This design comes from an exercise in tuning for small area, a short achievable clock period and few clock cycles per item on the open sky130 flow, not from production work. RTL that was checked went through simulation tests only; none was proved equivalent to the original. With no activity given, the tool overestimates toggling in this design, so its power and IR-drop figures are unreliable.

==> build 81 <==
## top
module top(input [31:0] p,q,
           output [31:0] gcd,y,
           output done,
           input clk,start);
clock: 85.0 ns
lec_check: 0
cap_margin: 20
core_margin: 2
core_utilization: 40
slew_margin: 20
synth_hierarchical: 1
standard.sh (not shown) runs the stock make flow with config.mk's settings and CLKGATE_MAP_FILE= SYNTH_SCRIPT=/design/flow/synth_recipe.tcl, a recipe that flattens the netlist after the stock synthesis.
==> flow/flow/run.sh <==
#!/bin/bash
# The standard layout, with two changes in how it is made:
#  - repair_timing aims for 66.5 ns of setup slack at the design's 85 ns clock
#    (the SDC is unchanged), so the resizer works on the real critical paths;
#  - ports are buffered with buf_4 instead of the slow default delay buffer.
set -euo pipefail
bash standard.sh SETUP_SLACK_MARGIN=66.5 "BUFFER_PORTS_ARGS=-buffer_cell sky130_fd_sc_hd__buf_4" finish > standard_flow.log 2>&1
==> trial 68: changes against build 81 <==
==> flow/run.sh (new file) <==
#!/bin/bash
# synth_recipe.tcl (not shown) runs the flow's synth.tcl, then flattens the netlist and writes it again
# the make line also repeats each setting of config.mk as NAME=value (left out here)
make -C /OpenROAD-flow-scripts/flow DESIGN_CONFIG=/design/flow/config.mk WORK_HOME=/design/flow/orfs CLKGATE_MAP_FILE= SYNTH_SCRIPT=/design/flow/synth_recipe.tcl finish
Settings changed: ABC_AREA set to 1.
removed: flow/flow/run.sh
removed: flow/standard.sh
==> impl_summary.log <==
INFO  metric status = finished clean
INFO  metric grt_first_pass_wirelength = 189000 um
INFO  metric crit_end = gcd[22]
INFO  metric finish.cell_count_without_fillers = 4937
INFO  metric rr_endpoint = w[29]$_SDFF_PP0_
INFO  metric routed-via-count = between 30000 and 40000
INFO  metric finalCoreUtilization = 0.439
INFO  metric globalRouteTotalUtil = 0.350
-- figures above: build 81

==> impl_summary.log <==
INFO  metric rr_endpoint = v[28]$_DFF_P_
INFO  metric routed-via-count = 39300
INFO  metric maxClockFrequency = just over 50 MHz
INFO  metric finish.cell_count_without_fillers = 7162
INFO  metric grt_first_pass_wirelength = 209000 um
INFO  metric status = finished clean
INFO  metric hold_path.startpoint = w[31]$_SDFF_PP0_
INFO  metric area_share_clock_buf_inv = 0.0168
INFO  metric finalCoreUtilization = 0.434
INFO  metric dieHeight = 284 um
INFO  metric globalRouteTotalUtil = 0.335
-- figures above: trial 68

Testbench counts of build 81, summed over its fixed seeds: cycles 3,758, items 384.
Testbench counts of trial 68, summed over its fixed seeds: cycles 3,758, items 384.

========
==> yarrow: inputs <==
top, a different RTL version from the one above (not shown whole).
clock: 85.0 ns
lec_check: 0
cap_margin: 20
core_margin: 2
core_utilization: 35
slew_margin: 20
synth_hierarchical: 1
==> flow/flow/run.sh <==
#!/bin/bash
# The standard layout, with two changes in how it is made:
#  - repair_timing aims for 66.5 ns of setup slack at the design's 85 ns clock
#    (the SDC is unchanged), so the resizer works on the real critical paths;
#  - ports are buffered with buf_4 instead of the slow default delay buffer.
set -euo pipefail
bash standard.sh SETUP_SLACK_MARGIN=66.5 "BUFFER_PORTS_ARGS=-buffer_cell sky130_fd_sc_hd__buf_4" finish > standard_flow.log 2>&1
==> inputs of ember, as changes to yarrow <==
--- a/flow/design.v
+++ b/flow/design.v
@@ -15,17 +15,16 @@
     assign below[i] = below[i-1] | uv[i-1];
   end endgenerate
   wire [31:0] m0 = uv & ~below;
   wire [31:0] m1 = {m0[30:0], 1'b0};
   wire [31:0] m2 = {m1[30:0], 1'b0};
   wire s0_pu = |(u & m0);
   wire s0_pv = |(v & m0);
-  wire s0_ge, s0_eq; wire [31:0] s0_dd, s0_xs;
-  wire [31:0] s0_xq;
-  absdiff32 s0_cmp (.v(v), .u(u), .dd(s0_dd), .ge(s0_ge), .eq(s0_eq), .xq(s0_xq));
+  wire s0_ge; wire [31:0] s0_dd, s0_xs;
+  absdiff32 s0_cmp (.v(v), .u(u), .dd(s0_dd), .ge(s0_ge));
   wire s0_sw = s0_pv & ~s0_ge;
   add32 s0_add (.a(x), .b(w & {32{s0_pv}}), .s(s0_xs));
   wire [31:0] s0_un = !s0_pu ? v : s0_sw ? v : u;
   wire [31:0] s0_vn = !s0_pu ? u : s0_pv ? s0_dd : v;
   wire [31:0] s0_xn = !s0_pu ? w : s0_xs;
   wire [31:0] s0_wn = !s0_pu ? x : s0_sw ? x : w;
   wire s0_h1 = ~|(s0_vn & m1);
@@ -38,17 +37,16 @@
   end
   wire [31:0] u1 = s0_un;
   wire [31:0] v1 = s0_vh;
   wire [31:0] w1 = s0_wh;
   wire [31:0] x1 = s0_xn;
   wire s1_pu = |(u1 & m0);
   wire s1_pv = |(v1 & m0);
-  wire s1_ge, s1_eq; wire [31:0] s1_dd, s1_xs;
-  wire [31:0] s1_xq;
-  absdiff32 s1_cmp (.v(v1), .u(u1), .dd(s1_dd), .ge(s1_ge), .eq(s1_eq), .xq(s1_xq));
+  wire s1_ge; wire [31:0] s1_dd, s1_xs;
+  absdiff32 s1_cmp (.v(v1), .u(u1), .dd(s1_dd), .ge(s1_ge));
   wire s1_sw = s1_pv & ~s1_ge;
   add32 s1_add (.a(x1), .b(w1 & {32{s1_pv}}), .s(s1_xs));
   wire [31:0] s1_un = s1_sw ? v1 : u1;
   wire [31:0] s1_vn = s1_pv ? s1_dd : v1;
   wire [31:0] s1_xn = s1_xs;
   wire [31:0] s1_wn = s1_sw ? x1 : w1;
   wire s1_h1 = ~|(s1_vn & m1);
@@ -61,17 +59,16 @@
   end
   wire [31:0] u2 = s1_un;
   wire [31:0] v2 = s1_vh;
   wire [31:0] w2 = s1_wh;
   wire [31:0] x2 = s1_xn;
   wire s2_pu = |(u2 & m0);
   wire s2_pv = |(v2 & m0);
-  wire s2_ge, s2_eq; wire [31:0] s2_dd, s2_xs;
-  wire [31:0] s2_xq;
-  absdiff32 s2_cmp (.v(v2), .u(u2), .dd(s2_dd), .ge(s2_ge), .eq(s2_eq), .xq(s2_xq));
+  wire s2_ge; wire [31:0] s2_dd, s2_xs;
+  absdiff32 s2_cmp (.v(v2), .u(u2), .dd(s2_dd), .ge(s2_ge));
   wire s2_sw = s2_pv & ~s2_ge;
   add32 s2_add (.a(x2), .b(w2 & {32{s2_pv}}), .s(s2_xs));
   wire [31:0] s2_un = s2_sw ? v2 : u2;
   wire [31:0] s2_vn = s2_pv ? s2_dd : v2;
   wire [31:0] s2_xn = s2_xs;
   wire [31:0] s2_wn = s2_sw ? x2 : w2;
   wire s2_h1 = ~|(s2_vn & m1);
@@ -85,15 +82,15 @@
   wire [31:0] nu_f = s2_un;
   wire [31:0] nv_f = s2_vh;
   wire [31:0] nw_f = s2_wh;
   wire [31:0] nx_f = s2_xn;
   wire [31:0] pm1, qm1;
   dec32 dec_p (.a(p), .y(pm1));
   dec32 dec_q (.a(q), .y(qm1));
-  wire fin = (v2 == 32'd0) | s2_eq;
+  wire fin = (v2 == 32'd0) | (v2 == u2);
   always @(posedge clk) begin
     if (start) begin
       u <= pm1;
       v <= qm1;
       x <= qm1;
       w <= 32'd0;
     end else begin
@@ -110,16 +107,15 @@
   assign z[0] = 1'b1;
   genvar i;
   generate for (i = 1; i < 32; i = i + 1) begin : g_z
     assign z[i] = ~|a[i-1:0];
   end endgenerate
   assign y = a ^ z;
 endmodule
-module absdiff32(input [31:0] v, input [31:0] u, output [31:0] dd, output ge, output eq,
-                 output [31:0] xq);
+module absdiff32(input [31:0] v, input [31:0] u, output [31:0] dd, output ge);
   wire [31:0] nu = ~u;
   wire [31:0] c_g = v & nu;
   wire [31:0] c_p = v ^ nu;
   wire c_n1g = c_g[1] | (c_p[1] & c_g[0]);
   wire c_n1p = c_p[1] & c_p[0];
   wire c_n2g = c_g[3] | (c_p[3] & c_g[2]);
   wire c_n2p = c_p[3] & c_p[2];
@@ -278,16 +274,14 @@
   wire c_n79g = c_n63g | (c_n63p & c_n56g);
   wire c_n79p = c_n63p & c_n56p;
   wire c_n80g = c_n64g | (c_n64p & c_n56g);
   wire c_n80p = c_n64p & c_n56p;
   wire [31:0] c_G = {c_n80g, c_n79g, c_n78g, c_n77g, c_n76g, c_n75g, c_n74g, c_n73g, c_n72g, c_n71g, c_n70g, c_n69g, c_n68g, c_n67g, c_n66g, c_n65g, c_n56g, c_n55g, c_n54g, c_n53g, c_n52g, c_n51g, c_n50g, c_n49g, c_n36g, c_n35g, c_n34g, c_n33g, c_n18g, c_n17g, c_n1g, c_g[0]};
   wire [31:0] c_P = {c_n80p, c_n79p, c_n78p, c_n77p, c_n76p, c_n75p, c_n74p, c_n73p, c_n72p, c_n71p, c_n70p, c_n69p, c_n68p, c_n67p, c_n66p, c_n65p, c_n56p, c_n55p, c_n54p, c_n53p, c_n52p, c_n51p, c_n50p, c_n49p, c_n36p, c_n35p, c_n34p, c_n33p, c_n18p, c_n17p, c_n1p, c_p[0]};
   assign ge = c_G[31] | c_P[31];
-  assign eq = c_P[31];   
-  assign xq = ~c_p;       
   wire [31:0] c0 = {c_G[30:0], 1'b0};
   wire [31:0] c1 = {c_G[30:0] | c_P[30:0], 1'b1};
   assign dd = c_p ^ (ge ? c1 : ~c0);
 endmodule
 module add32(input [31:0] a, input [31:0] b, output [31:0] s);
   wire [31:0] a_g = a & b;
   wire [31:0] a_p = a ^ b;
==> flow/flow/run.sh (replaced) <==
#!/bin/bash
# The standard layout, with two changes in how it is made:
#  - repair_timing aims for 67.5 ns of setup slack at the design's 85 ns clock
#    (the SDC is unchanged), so the resizer works on the real critical paths;
#  - ports are buffered with buf_4 instead of the slow default delay buffer.
set -euo pipefail
bash standard.sh SETUP_SLACK_MARGIN=67.5 "BUFFER_PORTS_ARGS=-buffer_cell sky130_fd_sc_hd__buf_4" finish > standard_flow.log 2>&1
- CORE_UTILIZATION: 35 -> 40
==> inputs of juniper, as changes to yarrow <==
--- a/flow/design.v
+++ b/flow/design.v
@@ -15,17 +15,16 @@
     assign below[i] = below[i-1] | uv[i-1];
   end endgenerate
   wire [31:0] m0 = uv & ~below;
   wire [31:0] m1 = {m0[30:0], 1'b0};
   wire [31:0] m2 = {m1[30:0], 1'b0};
   wire s0_pu = |(u & m0);
   wire s0_pv = |(v & m0);
-  wire s0_ge, s0_eq; wire [31:0] s0_dd, s0_xs;
-  wire [31:0] s0_xq;
-  absdiff32 s0_cmp (.v(v), .u(u), .dd(s0_dd), .ge(s0_ge), .eq(s0_eq), .xq(s0_xq));
+  wire s0_ge; wire [31:0] s0_dd, s0_xs;
+  absdiff32 s0_cmp (.v(v), .u(u), .dd(s0_dd), .ge(s0_ge));
   wire s0_sw = s0_pv & ~s0_ge;
   add32 s0_add (.a(x), .b(w & {32{s0_pv}}), .s(s0_xs));
   wire [31:0] s0_un = !s0_pu ? v : s0_sw ? v : u;
   wire [31:0] s0_vn = !s0_pu ? u : s0_pv ? s0_dd : v;
   wire [31:0] s0_xn = !s0_pu ? w : s0_xs;
   wire [31:0] s0_wn = !s0_pu ? x : s0_sw ? x : w;
   wire s0_h1 = ~|(s0_vn & m1);
@@ -38,17 +37,16 @@
   end
   wire [31:0] u1 = s0_un;
   wire [31:0] v1 = s0_vh;
   wire [31:0] w1 = s0_wh;
   wire [31:0] x1 = s0_xn;
   wire s1_pu = |(u1 & m0);
   wire s1_pv = |(v1 & m0);
-  wire s1_ge, s1_eq; wire [31:0] s1_dd, s1_xs;
-  wire [31:0] s1_xq;
-  absdiff32 s1_cmp (.v(v1), .u(u1), .dd(s1_dd), .ge(s1_ge), .eq(s1_eq), .xq(s1_xq));
+  wire s1_ge; wire [31:0] s1_dd, s1_xs;
+  absdiff32 s1_cmp (.v(v1), .u(u1), .dd(s1_dd), .ge(s1_ge));
   wire s1_sw = s1_pv & ~s1_ge;
   add32 s1_add (.a(x1), .b(w1 & {32{s1_pv}}), .s(s1_xs));
   wire [31:0] s1_un = s1_sw ? v1 : u1;
   wire [31:0] s1_vn = s1_pv ? s1_dd : v1;
   wire [31:0] s1_xn = s1_xs;
   wire [31:0] s1_wn = s1_sw ? x1 : w1;
   wire s1_h1 = ~|(s1_vn & m1);
@@ -61,17 +59,16 @@
   end
   wire [31:0] u2 = s1_un;
   wire [31:0] v2 = s1_vh;
   wire [31:0] w2 = s1_wh;
   wire [31:0] x2 = s1_xn;
   wire s2_pu = |(u2 & m0);
   wire s2_pv = |(v2 & m0);
-  wire s2_ge, s2_eq; wire [31:0] s2_dd, s2_xs;
-  wire [31:0] s2_xq;
-  absdiff32 s2_cmp (.v(v2), .u(u2), .dd(s2_dd), .ge(s2_ge), .eq(s2_eq), .xq(s2_xq));
+  wire s2_ge; wire [31:0] s2_dd, s2_xs;
+  absdiff32 s2_cmp (.v(v2), .u(u2), .dd(s2_dd), .ge(s2_ge));
   wire s2_sw = s2_pv & ~s2_ge;
   add32 s2_add (.a(x2), .b(w2 & {32{s2_pv}}), .s(s2_xs));
   wire [31:0] s2_un = s2_sw ? v2 : u2;
   wire [31:0] s2_vn = s2_pv ? s2_dd : v2;
   wire [31:0] s2_xn = s2_xs;
   wire [31:0] s2_wn = s2_sw ? x2 : w2;
   wire s2_h1 = ~|(s2_vn & m1);
@@ -85,15 +82,15 @@
   wire [31:0] nu_f = s2_un;
   wire [31:0] nv_f = s2_vh;
   wire [31:0] nw_f = s2_wh;
   wire [31:0] nx_f = s2_xn;
   wire [31:0] pm1, qm1;
   dec32 dec_p (.a(p), .y(pm1));
   dec32 dec_q (.a(q), .y(qm1));
-  wire fin = (v2 == 32'd0) | s2_eq;
+  wire fin = (v2 == 32'd0) | (v2 == u2);
   always @(posedge clk) begin
     if (start) begin
       u <= pm1;
       v <= qm1;
       x <= qm1;
       w <= 32'd0;
     end else begin
@@ -110,16 +107,15 @@
   assign z[0] = 1'b1;
   genvar i;
   generate for (i = 1; i < 32; i = i + 1) begin : g_z
     assign z[i] = ~|a[i-1:0];
   end endgenerate
   assign y = a ^ z;
 endmodule
-module absdiff32(input [31:0] v, input [31:0] u, output [31:0] dd, output ge, output eq,
-                 output [31:0] xq);
+module absdiff32(input [31:0] v, input [31:0] u, output [31:0] dd, output ge);
   wire [31:0] nu = ~u;
   wire [31:0] c_g = v & nu;
   wire [31:0] c_p = v ^ nu;
   wire c_n1g = c_g[1] | (c_p[1] & c_g[0]);
   wire c_n1p = c_p[1] & c_p[0];
   wire c_n2g = c_g[3] | (c_p[3] & c_g[2]);
   wire c_n2p = c_p[3] & c_p[2];
@@ -278,16 +274,14 @@
   wire c_n79g = c_n63g | (c_n63p & c_n56g);
   wire c_n79p = c_n63p & c_n56p;
   wire c_n80g = c_n64g | (c_n64p & c_n56g);
   wire c_n80p = c_n64p & c_n56p;
   wire [31:0] c_G = {c_n80g, c_n79g, c_n78g, c_n77g, c_n76g, c_n75g, c_n74g, c_n73g, c_n72g, c_n71g, c_n70g, c_n69g, c_n68g, c_n67g, c_n66g, c_n65g, c_n56g, c_n55g, c_n54g, c_n53g, c_n52g, c_n51g, c_n50g, c_n49g, c_n36g, c_n35g, c_n34g, c_n33g, c_n18g, c_n17g, c_n1g, c_g[0]};
   wire [31:0] c_P = {c_n80p, c_n79p, c_n78p, c_n77p, c_n76p, c_n75p, c_n74p, c_n73p, c_n72p, c_n71p, c_n70p, c_n69p, c_n68p, c_n67p, c_n66p, c_n65p, c_n56p, c_n55p, c_n54p, c_n53p, c_n52p, c_n51p, c_n50p, c_n49p, c_n36p, c_n35p, c_n34p, c_n33p, c_n18p, c_n17p, c_n1p, c_p[0]};
   assign ge = c_G[31] | c_P[31];
-  assign eq = c_P[31];   
-  assign xq = ~c_p;       
   wire [31:0] c0 = {c_G[30:0], 1'b0};
   wire [31:0] c1 = {c_G[30:0] | c_P[30:0], 1'b1};
   assign dd = c_p ^ (ge ? c1 : ~c0);
 endmodule
 module add32(input [31:0] a, input [31:0] b, output [31:0] s);
   wire [31:0] a_g = a & b;
   wire [31:0] a_p = a ^ b;
==> flow/run.sh (new file) <==
#!/bin/bash
# synth_recipe.tcl (not shown) runs the flow's synth.tcl, then flattens the netlist and writes it again
# the make line also repeats each setting of config.mk as NAME=value (left out here)
make -C /OpenROAD-flow-scripts/flow DESIGN_CONFIG=/design/flow/config.mk WORK_HOME=/design/flow/orfs CLKGATE_MAP_FILE= SYNTH_SCRIPT=/design/flow/synth_recipe.tcl finish
- CORE_UTILIZATION: 35 -> 40
removed: flow/flow/run.sh
removed: flow/standard.sh
==> notes <==
Sequential share of layout area: ember < yarrow < juniper.
The highest maximum frequency belongs to ember, the lowest to juniper.
Core utilization, highest first: ember, juniper, yarrow.
Worst setup slack: ember is higher than yarrow (0.13 ns).
In juniper the routed wire length is smaller than in ember, by 12%.
Against yarrow, the non-clock buffer count of juniper is lower by 64.
Worst hold slack, lowest first: ember, juniper, yarrow.
Against ember, the area after synthesis of yarrow is lower by 0.65%.
In yarrow the critical path depth is lower than in juniper, by 55.
juniper completed without violations. ember finished with timing, DRC and antenna clean. yarrow passed the timing, design-rule and antenna checks.
==> figures <==
Status: ember timing/DRC/antenna clean; yarrow timing/DRC/antenna clean; juniper timing/DRC/antenna clean
Critical path depth in cells: ember 12; yarrow 1; juniper 56
Critical path capture point type: ember flip-flop; yarrow output pin; juniper flip-flop
Global-route met2 utilization: ember 53.9%; yarrow 53.8%; juniper 49.8%
Total via count after detailed routing: ember 33021; yarrow 33982; juniper 31355
End of the worst register-to-register path: ember w[31]; yarrow v[5]; juniper v[13]
Later-pin clock latency in the skew report: ember 0.50 ns; yarrow 0.51 ns; juniper 0.52 ns
Initial drt markers: ember 4278; yarrow 4268; juniper 4081
Total Nets Final: ember 4421; yarrow 4469; juniper 4252
Post-Layout Cell Count: ember 5097; yarrow 5257; juniper 4928
Die width: ember 269 µm; yarrow 286 µm; juniper 269 µm
Non-clk buf share: ember 10.6%; yarrow 6.94%; juniper 6.31%
Routed vias/inst: ember 6.48; yarrow 6.46; juniper 6.36
Cell Area, Synth: ember 0.0281 mm²; yarrow 0.0279 mm²; juniper 0.0281 mm²
Post-CTS Setup Bufs: ember 113; yarrow 6; juniper 0
Placed Cells: ember 4908; yarrow 5196; juniper 4890
Detailed route wirelength on metal3: ember 18600 µm; yarrow 16600 µm; juniper 15100 µm
Number of core rows: ember 97; yarrow 103; juniper 97
Final clock-cell share: ember 1.87%; yarrow 1.88%; juniper 2.07%
Testbench counts of ember, summed over its fixed seeds: cycles 3,758, items 384.
Testbench counts of juniper, summed over its fixed seeds: cycles 3,758, items 384.
Only the layout flow was run in yarrow; the RTL was not checked for function there.

## re-timing with driven ports
In the flow no input, the clock included, has a driving cell. The finished layouts below were timed again as built, in two steps. Step 1 assumes that a clkbuf_16 drives the clock port and a buf_2 every other input. Step 2 also shifts input and output timing later by t, the mid clock arrival at the registers, as if the neighbouring blocks saw the same clock. Slacks: ideal / step 1 / step 2; pairs: ideal / step 1.
| run | t (ns) | slack for setup (ns) | slew at the worst register clock pin (ns) |
|---|---|---|---|
| build 81 | 0.548 | 66.482 / 66.413 / 66.092 | 0.07 / 0.07 |
| trial 68 | 0.544 | 65.718 / 65.718 / 65.718 | 0.07 / 0.07 |
| yarrow | 0.568 | 66.486 / 66.416 / 66.015 | 0.08 / 0.08 |
| ember | 0.549 | 66.617 / 66.633 / 66.084 | 0.08 / 0.08 |
| juniper | 0.574 | 65.642 / 65.642 / 65.471 | 0.08 / 0.08 |
After both steps setup and hold are still met in every run listed. The setup slack of ember, which loses most, moves by +0.016 ns with the drivers and by -0.533 ns with both steps.
